This design comes from an exercise in tuning for small area, a short achievable clock period and few clock cycles on the open sky130 flow, not from production work. The RTL was checked by simulation tests, not by an equivalence proof against the original design.

==> inputs of try-yarrow <==
Design EC_TOP, start of the top module:
module EC_TOP(
    clk, rst_n, in_valid,
    in_Px, in_Py, in_Qx, in_Qy, in_prime, in_a,
    out_valid, out_Rx, out_Ry
);
input clk, rst_n, in_valid;
input [5:0] in_Px, in_Py, in_Qx, in_Qy, in_prime, in_a;
output reg out_valid;
output [5:0] out_Rx, out_Ry;
wire [5:0] p = in_prime;
wire dbl = (in_Px == in_Qx) && (in_Py == in_Qy);
wire [6:0] fc, fp;
wire       fge;
ec_sub7 u_fc(.a({2'b0, p[5:1]}), .b(in_Px), .ge(fge), .d(fc));
ec_sub7 u_fp(.a({1'b0, p}), .b(in_Px), .ge(), .d(fp));
wire [4:0] pf = fge ? in_Px[4:0] : fp[4:0];         
wire [5:0] sq3;
SQ_IP u_sqt(.IN_P(p), .IN_F(pf), .OUT_SQ(sq3));
wire [6:0] n3 = sq3 + in_a;                          
wire [5:0] numD, numA, num;
wire [6:0] n3d;
wire       n3ge;
ec_sub7 u_r1(.a(n3), .b(p), .ge(n3ge), .d(n3d));
assign numD = n3ge ? n3d[5:0] : n3[5:0];
ec_subm u_na(.a(in_Qy), .b(in_Py), .p(p), .r(numA));
assign num = dbl ? numD : numA;
wire [6:0] py2;
wire       py2ge;
wire [5:0] denD, denA, den;
ec_sub7 u_py2(.a({in_Py, 1'b0}), .b(p), .ge(py2ge), .d(py2));
assign denD = py2ge ? py2[5:0] : {in_Py[4:0], 1'b0};
ec_subm u_da(.a(in_Qx), .b(in_Px), .p(p), .r(denA));
assign den = dbl ? denD : denA;
wire [6:0] hc, pd;
wire       hge;
ec_sub7 u_hc(.a({2'b0, p[5:1]}), .b(den), .ge(hge), .d(hc));
wire       neg = ~hge;                       
ec_sub7 u_pd(.a({1'b0, p}), .b(den), .ge(), .d(pd));
wire [4:0] dh = neg ? pd[4:0] : den[4:0];    
wire [5:0] im;
INV_IP u_inv(.IN_P(p), .IN_X(dh), .OUT_INV(im));
wire [12:0] prod;
wire [5:0]  s;
ec_muladd u_mu(.a(num), .b(im), .c(13'd0), .y(prod));
ec_mred   u_r2(.n(prod), .p(p), .r(s));
wire [6:0] pq, c2;
wire [6:0] pmy;
ec_add #(7) u_pq(.a({1'b0, in_Px}), .b({1'b0, in_Qx}), .cin(1'b0), .s(pq), .co());
ec_add #(7) u_c2(.a({p, 1'b0}), .b(~pq), .cin(1'b1), .s(c2), .co());     
ec_sub7     u_pm(.a({1'b0, p}), .b(in_Py), .ge(), .d(pmy));              
wire [12:0] xs;
wire [9:0]  xs4;
wire [7:0]  p3 = {p, 1'b0} + p;                              
ec_sqadd  u_xs(.a(s), .c({6'd0, c2}), .y(xs));               
ec_qstep #(4) u_x4(.n(xs), .p(p), .p3(p3), .r(xs4));         
reg [5:0]  s_r, px_r, d_r, p_r;
  ...
==> module EC_TOP, before the edit <==
module EC_TOP(
    clk, rst_n, in_valid,
    in_Px, in_Py, in_Qx, in_Qy, in_prime, in_a,
    out_valid, out_Rx, out_Ry
);
input clk, rst_n, in_valid;
input [5:0] in_Px, in_Py, in_Qx, in_Qy, in_prime, in_a;
output reg out_valid;
output [5:0] out_Rx, out_Ry;
wire [5:0] p = in_prime;
wire dbl = (in_Px == in_Qx) && (in_Py == in_Qy);
wire [6:0] fc, fp;
wire       fge;
ec_sub7 u_fc(.a({2'b0, p[5:1]}), .b(in_Px), .ge(fge), .d(fc));
ec_sub7 u_fp(.a({1'b0, p}), .b(in_Px), .ge(), .d(fp));
wire [4:0] pf = fge ? in_Px[4:0] : fp[4:0];         
wire [5:0] sq3;
SQ_IP u_sqt(.IN_P(p), .IN_F(pf), .OUT_SQ(sq3));
wire [6:0] n3 = sq3 + in_a;                          
wire [5:0] numD, numA, num;
wire [6:0] n3d;
wire       n3ge;
ec_sub7 u_r1(.a(n3), .b(p), .ge(n3ge), .d(n3d));
assign numD = n3ge ? n3d[5:0] : n3[5:0];
ec_subm u_na(.a(in_Qy), .b(in_Py), .p(p), .r(numA));
assign num = dbl ? numD : numA;
wire [6:0] py2;
wire       py2ge;
wire [5:0] denD, denA, den;
ec_sub7 u_py2(.a({in_Py, 1'b0}), .b(p), .ge(py2ge), .d(py2));
assign denD = py2ge ? py2[5:0] : {in_Py[4:0], 1'b0};
ec_subm u_da(.a(in_Qx), .b(in_Px), .p(p), .r(denA));
assign den = dbl ? denD : denA;
wire [6:0] hc, pd;
wire       hge;
ec_sub7 u_hc(.a({2'b0, p[5:1]}), .b(den), .ge(hge), .d(hc));
wire       neg = ~hge;                       
ec_sub7 u_pd(.a({1'b0, p}), .b(den), .ge(), .d(pd));
wire [4:0] dh = neg ? pd[4:0] : den[4:0];    
wire [5:0] im;
INV_IP u_inv(.IN_P(p), .IN_X(dh), .OUT_INV(im));
wire [12:0] prod;
wire [5:0]  s;
ec_muladd u_mu(.a(num), .b(im), .c(13'd0), .y(prod));
ec_mred   u_r2(.n(prod), .p(p), .r(s));
wire [6:0] pq, c2;
wire [6:0] pmy;
ec_add #(7) u_pq(.a({1'b0, in_Px}), .b({1'b0, in_Qx}), .cin(1'b0), .s(pq), .co());
ec_add #(7) u_c2(.a({p, 1'b0}), .b(~pq), .cin(1'b1), .s(c2), .co());     
ec_sub7     u_pm(.a({1'b0, p}), .b(in_Py), .ge(), .d(pmy));              
wire [12:0] xs;
wire [9:0]  xs4;
wire [7:0]  p3 = {p, 1'b0} + p;                              
ec_sqadd  u_xs(.a(s), .c({6'd0, c2}), .y(xs));               
ec_qstep #(4) u_x4(.n(xs), .p(p), .p3(p3), .r(xs4));         
reg [5:0]  s_r, px_r, d_r, p_r;
reg [9:0]  x_r;
reg       n_r;
always @(posedge clk) begin
    n_r  <= neg;
    s_r  <= s;
    px_r <= in_Px;
    x_r  <= xs4;
    d_r  <= pmy[5:0];
    p_r  <= in_prime;
end
always @(posedge clk or negedge rst_n)
    if (!rst_n) out_valid <= 1'b0;
    else        out_valid <= in_valid;
wire [12:0] ys;
wire [5:0]  t;
wire [7:0] p3_r = {p_r, 1'b0} + p_r;                         
wire [7:0] x2;
ec_qstep #(2) u_x2(.n({1'b0, x_r}), .p(p_r), .p3(p3_r), .r(x2));
ec_qstep #(0) u_x0(.n({1'b0, x2}), .p(p_r), .p3(p3_r), .r(out_Rx));
ec_subn   u_t (.a(px_r), .b(out_Rx), .p(p_r), .neg(n_r), .r(t));  
ec_muladd u_ys(.a(s_r), .b(t), .c({7'd0, d_r}), .y(ys));     
ec_red6q  u_ry(.n(ys), .p(p_r), .p3(p3_r), .r(out_Ry));
endmodule
==> module ec_qstep, before the edit <==
module ec_qstep #(parameter K = 4) (
    input  [K+8:0] n,
    input  [5:0]   p,
    input  [7:0]   p3,
    output [K+5:0] r
);
wire [7:0] w = n[K +: 8];
wire [8:0] d1 = {1'b0, w} - {3'b0, p};
wire [8:0] d2 = {1'b0, w} - {2'b0, p, 1'b0};
wire [8:0] d3 = {1'b0, w} - {1'b0, p3};
wire [5:0] q  = !d3[8] ? d3[5:0] : !d2[8] ? d2[5:0] : !d1[8] ? d1[5:0] : w[5:0];
generate
    if (K > 0) begin : g_lo
        assign r = {q, n[K-1:0]};
    end else begin : g_lo0
        assign r = q;
    end
endgenerate
endmodule
==> module ec_red6q, before the edit <==
module ec_red6q (
    input  [12:0] n,
    input  [5:0]  p,
    input  [7:0]  p3,
    output [5:0]  r
);
wire [12:0] v [0:3];
assign v[3] = n;
genvar j;
generate
    for (j = 2; j >= 0; j = j - 1) begin : g_st
        wire [7:0] w = v[j+1][2*j +: 8];
        wire [8:0] d1 = {1'b0, w} - {3'b0, p};
        wire [8:0] d2 = {1'b0, w} - {2'b0, p, 1'b0};
        wire [8:0] d3 = {1'b0, w} - {1'b0, p3};
        wire [5:0] q  = !d3[8] ? d3[5:0] : !d2[8] ? d2[5:0] : !d1[8] ? d1[5:0] : w[5:0];
        if (j > 0) begin : g_lo
            assign v[j] = {{(7-2*j){1'b0}}, q, v[j+1][2*j-1:0]};
        end else begin : g_lo0
            assign v[j] = {7'd0, q};
        end
    end
endgenerate
assign r = v[0][5:0];
endmodule
export LEC_CHECK = 0
export ABC_AREA = 1
export CAP_MARGIN = 20
export CORE_MARGIN = 2
export CORE_UTILIZATION = 30
export PLACE_DENSITY = 0.5
export SLEW_MARGIN = 20
create_clock -name core_clock -period 80.0 [get_ports {clk}]
standard.sh (not shown) runs the stock make flow with config.mk's settings and CLKGATE_MAP_FILE= SYNTH_SCRIPT=/design/flow/synth_recipe.tcl, a recipe that flattens the netlist after the stock synthesis.
==> flow/flow/run.sh <==
#!/bin/bash
# The standard layout (the standard.sh), with these changes:
# - synthesis maps Yosys's carry-lookahead cells ($lcu) to ripple carry
#   (flow/ripple_lcu.v) instead of ORFS's Kogge-Stone map, which makes the
#   many small adders of this design about a fifth smaller;
# - every port is still buffered, with the smallest buffer cell;
# - the clock tree uses mid-sized clock buffers and no dummy loads (there are only
#   a few dozen flip-flops).
set -euo pipefail
export SYNTH_OPERATIONS_ARGS="-extra-map $PWD/flow/ripple_lcu.v"
export BUFFER_PORTS_ARGS="-buffer_cell sky130_fd_sc_hd__buf_1"
export CTS_ARGS="-sink_clustering_enable -repair_clock_nets -dont_use_dummy_load -root_buf sky130_fd_sc_hd__clkbuf_8 -buf_list sky130_fd_sc_hd__clkbuf_8"
bash standard.sh finish > standard.log 2>&1
==> flow/flow/ripple_lcu.v <==
(* techmap_celltype = "$lcu" *)
module _80_lcu_ripple (P, G, CI, CO);
	parameter WIDTH = 2;

	(* force_downto *)
	input [WIDTH-1:0] P, G;
	input CI;

	(* force_downto *)
	output [WIDTH-1:0] CO;

	integer i;
	(* force_downto *)
	reg [WIDTH-1:0] c;

	wire [1023:0] _TECHMAP_DO_ = "proc; opt -fast";

	always @* begin
		c[0] = G[0] | (P[0] & CI);
		for (i = 1; i < WIDTH; i = i + 1)
			c[i] = G[i] | (P[i] & c[i - 1]);
	end

	assign CO = c;
endmodule
==> inputs of try-amber, as changes to try-yarrow <==
--- a/flow/design.v
+++ b/flow/design.v
@@ -585,10 +585,13 @@
 ec_sub7     u_pm(.a({1'b0, p}), .b(in_Py), .ge(), .d(pmy));              
 wire [12:0] xs;
+wire [10:0] xs5;
 wire [9:0]  xs4;
-wire [7:0]  p3 = {p, 1'b0} + p;                              
+wire [8:0]  xs3;
 ec_sqadd  u_xs(.a(s), .c({6'd0, c2}), .y(xs));               
-ec_qstep #(4) u_x4(.n(xs), .p(p), .p3(p3), .r(xs4));         
+ec_rstep #(5) u_x5(.n(xs), .p(p), .r(xs5));                  
+ec_rstep #(4) u_x4(.n({1'b0, xs5}), .p(p), .r(xs4));
+ec_rstep #(3) u_x3(.n({1'b0, xs4}), .p(p), .r(xs3));
 reg [5:0]  s_r, px_r, d_r, p_r;
-reg [9:0]  x_r;
+reg [8:0]  x_r;
 reg       n_r;
 always @(posedge clk) begin
@@ -596,5 +599,5 @@
     s_r  <= s;
     px_r <= in_Px;
-    x_r  <= xs4;
+    x_r  <= xs3;
     d_r  <= pmy[5:0];
     p_r  <= in_prime;
@@ -605,11 +608,8 @@
 wire [12:0] ys;
 wire [5:0]  t;
-wire [7:0] p3_r = {p_r, 1'b0} + p_r;                         
-wire [7:0] x2;
-ec_qstep #(2) u_x2(.n({1'b0, x_r}), .p(p_r), .p3(p3_r), .r(x2));
-ec_qstep #(0) u_x0(.n({1'b0, x2}), .p(p_r), .p3(p3_r), .r(out_Rx));
+ec_redk #(3) u_rx(.n(x_r), .p(p_r), .r(out_Rx));
 ec_subn   u_t (.a(px_r), .b(out_Rx), .p(p_r), .neg(n_r), .r(t));  
 ec_muladd u_ys(.a(s_r), .b(t), .c({7'd0, d_r}), .y(ys));     
-ec_red6q  u_ry(.n(ys), .p(p_r), .p3(p3_r), .r(out_Ry));
+ec_red6   u_ry(.n(ys), .p(p_r), .r(out_Ry));
 endmodule
 module ec_add #(parameter W = 8) (
@@ -648,48 +648,4 @@
         end
     end
-endgenerate
-assign r = v[0][5:0];
-endmodule
-module ec_qstep #(parameter K = 4) (
-    input  [K+8:0] n,
-    input  [5:0]   p,
-    input  [7:0]   p3,
-    output [K+5:0] r
-);
-wire [7:0] w = n[K +: 8];
-wire [8:0] d1 = {1'b0, w} - {3'b0, p};
-wire [8:0] d2 = {1'b0, w} - {2'b0, p, 1'b0};
-wire [8:0] d3 = {1'b0, w} - {1'b0, p3};
-wire [5:0] q  = !d3[8] ? d3[5:0] : !d2[8] ? d2[5:0] : !d1[8] ? d1[5:0] : w[5:0];
-generate
-    if (K > 0) begin : g_lo
-        assign r = {q, n[K-1:0]};
-    end else begin : g_lo0
-        assign r = q;
-    end
-endgenerate
-endmodule
-module ec_red6q (
-    input  [12:0] n,
-    input  [5:0]  p,
-    input  [7:0]  p3,
-    output [5:0]  r
-);
-wire [12:0] v [0:3];
-assign v[3] = n;
-genvar j;
-generate
-    for (j = 2; j >= 0; j = j - 1) begin : g_st
-        wire [7:0] w = v[j+1][2*j +: 8];
-        wire [8:0] d1 = {1'b0, w} - {3'b0, p};
-        wire [8:0] d2 = {1'b0, w} - {2'b0, p, 1'b0};
-        wire [8:0] d3 = {1'b0, w} - {1'b0, p3};
-        wire [5:0] q  = !d3[8] ? d3[5:0] : !d2[8] ? d2[5:0] : !d1[8] ? d1[5:0] : w[5:0];
-        if (j > 0) begin : g_lo
-            assign v[j] = {{(7-2*j){1'b0}}, q, v[j+1][2*j-1:0]};
-        end else begin : g_lo0
-            assign v[j] = {7'd0, q};
-        end
-    end
 endgenerate
 assign r = v[0][5:0];
==> flow/flow/run.sh (replaced) <==
#!/bin/bash
# The standard layout (the standard.sh), with these changes:
# - synthesis maps Yosys's carry-lookahead cells ($lcu) to ripple carry
#   (flow/ripple_lcu.v) instead of ORFS's Kogge-Stone map, which makes the
#   many small adders of this design about a fifth smaller;
# - every port is still buffered, with the smallest buffer cell;
# - the clock tree uses small clock buffers and no dummy loads (there are only
#   a few dozen flip-flops).
set -euo pipefail
export SYNTH_OPERATIONS_ARGS="-extra-map $PWD/flow/ripple_lcu.v"
export BUFFER_PORTS_ARGS="-buffer_cell sky130_fd_sc_hd__buf_1"
export CTS_ARGS="-sink_clustering_enable -repair_clock_nets -dont_use_dummy_load -root_buf sky130_fd_sc_hd__clkbuf_4 -buf_list sky130_fd_sc_hd__clkbuf_4"
bash standard.sh finish > standard.log 2>&1
==> inputs of try-willow, as changes to try-yarrow <==
--- a/flow/design.v
+++ b/flow/design.v
@@ -585,10 +585,13 @@
 ec_sub7     u_pm(.a({1'b0, p}), .b(in_Py), .ge(), .d(pmy));              
 wire [12:0] xs;
+wire [10:0] xs5;
 wire [9:0]  xs4;
-wire [7:0]  p3 = {p, 1'b0} + p;                              
+wire [8:0]  xs3;
 ec_sqadd  u_xs(.a(s), .c({6'd0, c2}), .y(xs));               
-ec_qstep #(4) u_x4(.n(xs), .p(p), .p3(p3), .r(xs4));         
+ec_rstep #(5) u_x5(.n(xs), .p(p), .r(xs5));                  
+ec_rstep #(4) u_x4(.n({1'b0, xs5}), .p(p), .r(xs4));
+ec_rstep #(3) u_x3(.n({1'b0, xs4}), .p(p), .r(xs3));
 reg [5:0]  s_r, px_r, d_r, p_r;
-reg [9:0]  x_r;
+reg [8:0]  x_r;
 reg       n_r;
 always @(posedge clk) begin
@@ -596,5 +599,5 @@
     s_r  <= s;
     px_r <= in_Px;
-    x_r  <= xs4;
+    x_r  <= xs3;
     d_r  <= pmy[5:0];
     p_r  <= in_prime;
@@ -605,11 +608,8 @@
 wire [12:0] ys;
 wire [5:0]  t;
-wire [7:0] p3_r = {p_r, 1'b0} + p_r;                         
-wire [7:0] x2;
-ec_qstep #(2) u_x2(.n({1'b0, x_r}), .p(p_r), .p3(p3_r), .r(x2));
-ec_qstep #(0) u_x0(.n({1'b0, x2}), .p(p_r), .p3(p3_r), .r(out_Rx));
+ec_redk #(3) u_rx(.n(x_r), .p(p_r), .r(out_Rx));
 ec_subn   u_t (.a(px_r), .b(out_Rx), .p(p_r), .neg(n_r), .r(t));  
 ec_muladd u_ys(.a(s_r), .b(t), .c({7'd0, d_r}), .y(ys));     
-ec_red6q  u_ry(.n(ys), .p(p_r), .p3(p3_r), .r(out_Ry));
+ec_red6   u_ry(.n(ys), .p(p_r), .r(out_Ry));
 endmodule
 module ec_add #(parameter W = 8) (
@@ -648,48 +648,4 @@
         end
     end
-endgenerate
-assign r = v[0][5:0];
-endmodule
-module ec_qstep #(parameter K = 4) (
-    input  [K+8:0] n,
-    input  [5:0]   p,
-    input  [7:0]   p3,
-    output [K+5:0] r
-);
-wire [7:0] w = n[K +: 8];
-wire [8:0] d1 = {1'b0, w} - {3'b0, p};
-wire [8:0] d2 = {1'b0, w} - {2'b0, p, 1'b0};
-wire [8:0] d3 = {1'b0, w} - {1'b0, p3};
-wire [5:0] q  = !d3[8] ? d3[5:0] : !d2[8] ? d2[5:0] : !d1[8] ? d1[5:0] : w[5:0];
-generate
-    if (K > 0) begin : g_lo
-        assign r = {q, n[K-1:0]};
-    end else begin : g_lo0
-        assign r = q;
-    end
-endgenerate
-endmodule
-module ec_red6q (
-    input  [12:0] n,
-    input  [5:0]  p,
-    input  [7:0]  p3,
-    output [5:0]  r
-);
-wire [12:0] v [0:3];
-assign v[3] = n;
-genvar j;
-generate
-    for (j = 2; j >= 0; j = j - 1) begin : g_st
-        wire [7:0] w = v[j+1][2*j +: 8];
-        wire [8:0] d1 = {1'b0, w} - {3'b0, p};
-        wire [8:0] d2 = {1'b0, w} - {2'b0, p, 1'b0};
-        wire [8:0] d3 = {1'b0, w} - {1'b0, p3};
-        wire [5:0] q  = !d3[8] ? d3[5:0] : !d2[8] ? d2[5:0] : !d1[8] ? d1[5:0] : w[5:0];
-        if (j > 0) begin : g_lo
-            assign v[j] = {{(7-2*j){1'b0}}, q, v[j+1][2*j-1:0]};
-        end else begin : g_lo0
-            assign v[j] = {7'd0, q};
-        end
-    end
 endgenerate
 assign r = v[0][5:0];
==> qor summary <==
quantity                                                               try-yarrow      try-willow       try-amber
Global-route total usage across every layer                                0.2270          0.2185          0.2185
Pin count of the biggest net entering global routing                           46              50              50
Synth top area share                                                       0.3105          0.3046          0.3046
Initial drt markers                                                          1345            1702            1647
Highest cell delay on the worst timing path                               0.57 ns         0.75 ns         0.76 ns
Number of antenna violations at the first check in global routing               2               2               3
Measured slew at the worst slew-check pin                                1.020 ns       0.9952 ns       0.9553 ns
Placed cells                                                                 2924            2728            2728
Status                                                             finished clean  finished clean  finished clean
Simple-Gate Fraction of Synth Area                                         0.2283          0.2663          0.2663
Share of layout cells above drive strength 1                              0.03927         0.04344         0.04344
Chip height                                                              234.9 um        225.0 um        225.0 um
Endpoint type of the worst setup path                                   flip-flop     output port     output port
CTS Root Buffer Type                                                     clkbuf_8        clkbuf_8        clkbuf_4
Estimated wirelength of the detail-placed design                         50.96 mm        43.62 mm        43.62 mm
Seq cells                                                                      36              35              35
Netlist Area Pre-Place                                                 15990 um^2      14660 um^2      14660 um^2
Testbench counts of try-yarrow, summed over its fixed seeds: cycles 1,600.
Testbench counts of try-amber, summed over its fixed seeds: cycles 1,600.
Testbench counts of try-willow, summed over its fixed seeds: cycles 1,600.

==> re-timing with driven ports <==
The results above use ideal ports. As a check the final layouts listed here were re-extracted and re-timed, cells and wires unchanged. Step 1: set_driving_cell puts a clkbuf_16 on clk and a buf_2 on each other input, an assumption about the parent block. Step 2 also shifts input and output timing later by t, the mid clock arrival at the registers, as if the neighbouring blocks saw the same clock. Slacks: ideal ports / drivers / drivers and shift; pairs: ideal ports / drivers.
run | shift t [ns] | setup slack, ns | hold WS [ns] | worst slew at a driven data input, ns
try-yarrow | 0.346 | 39.722 / 39.745 / 39.399 | 15.434 / 15.410 / 15.756 | 0.10
try-amber | 0.372 | 34.110 / 34.079 / 34.452 | 15.407 / 15.398 / 15.771 | 0.11
try-willow | 0.320 | 34.158 / 34.126 / 34.446 | 15.461 / 15.450 / 15.770 | 0.11
After both steps setup and hold are still met in every run listed. The setup slack of try-yarrow, which loses most, moves by +0.023 ns with the drivers and by -0.323 ns with both steps.
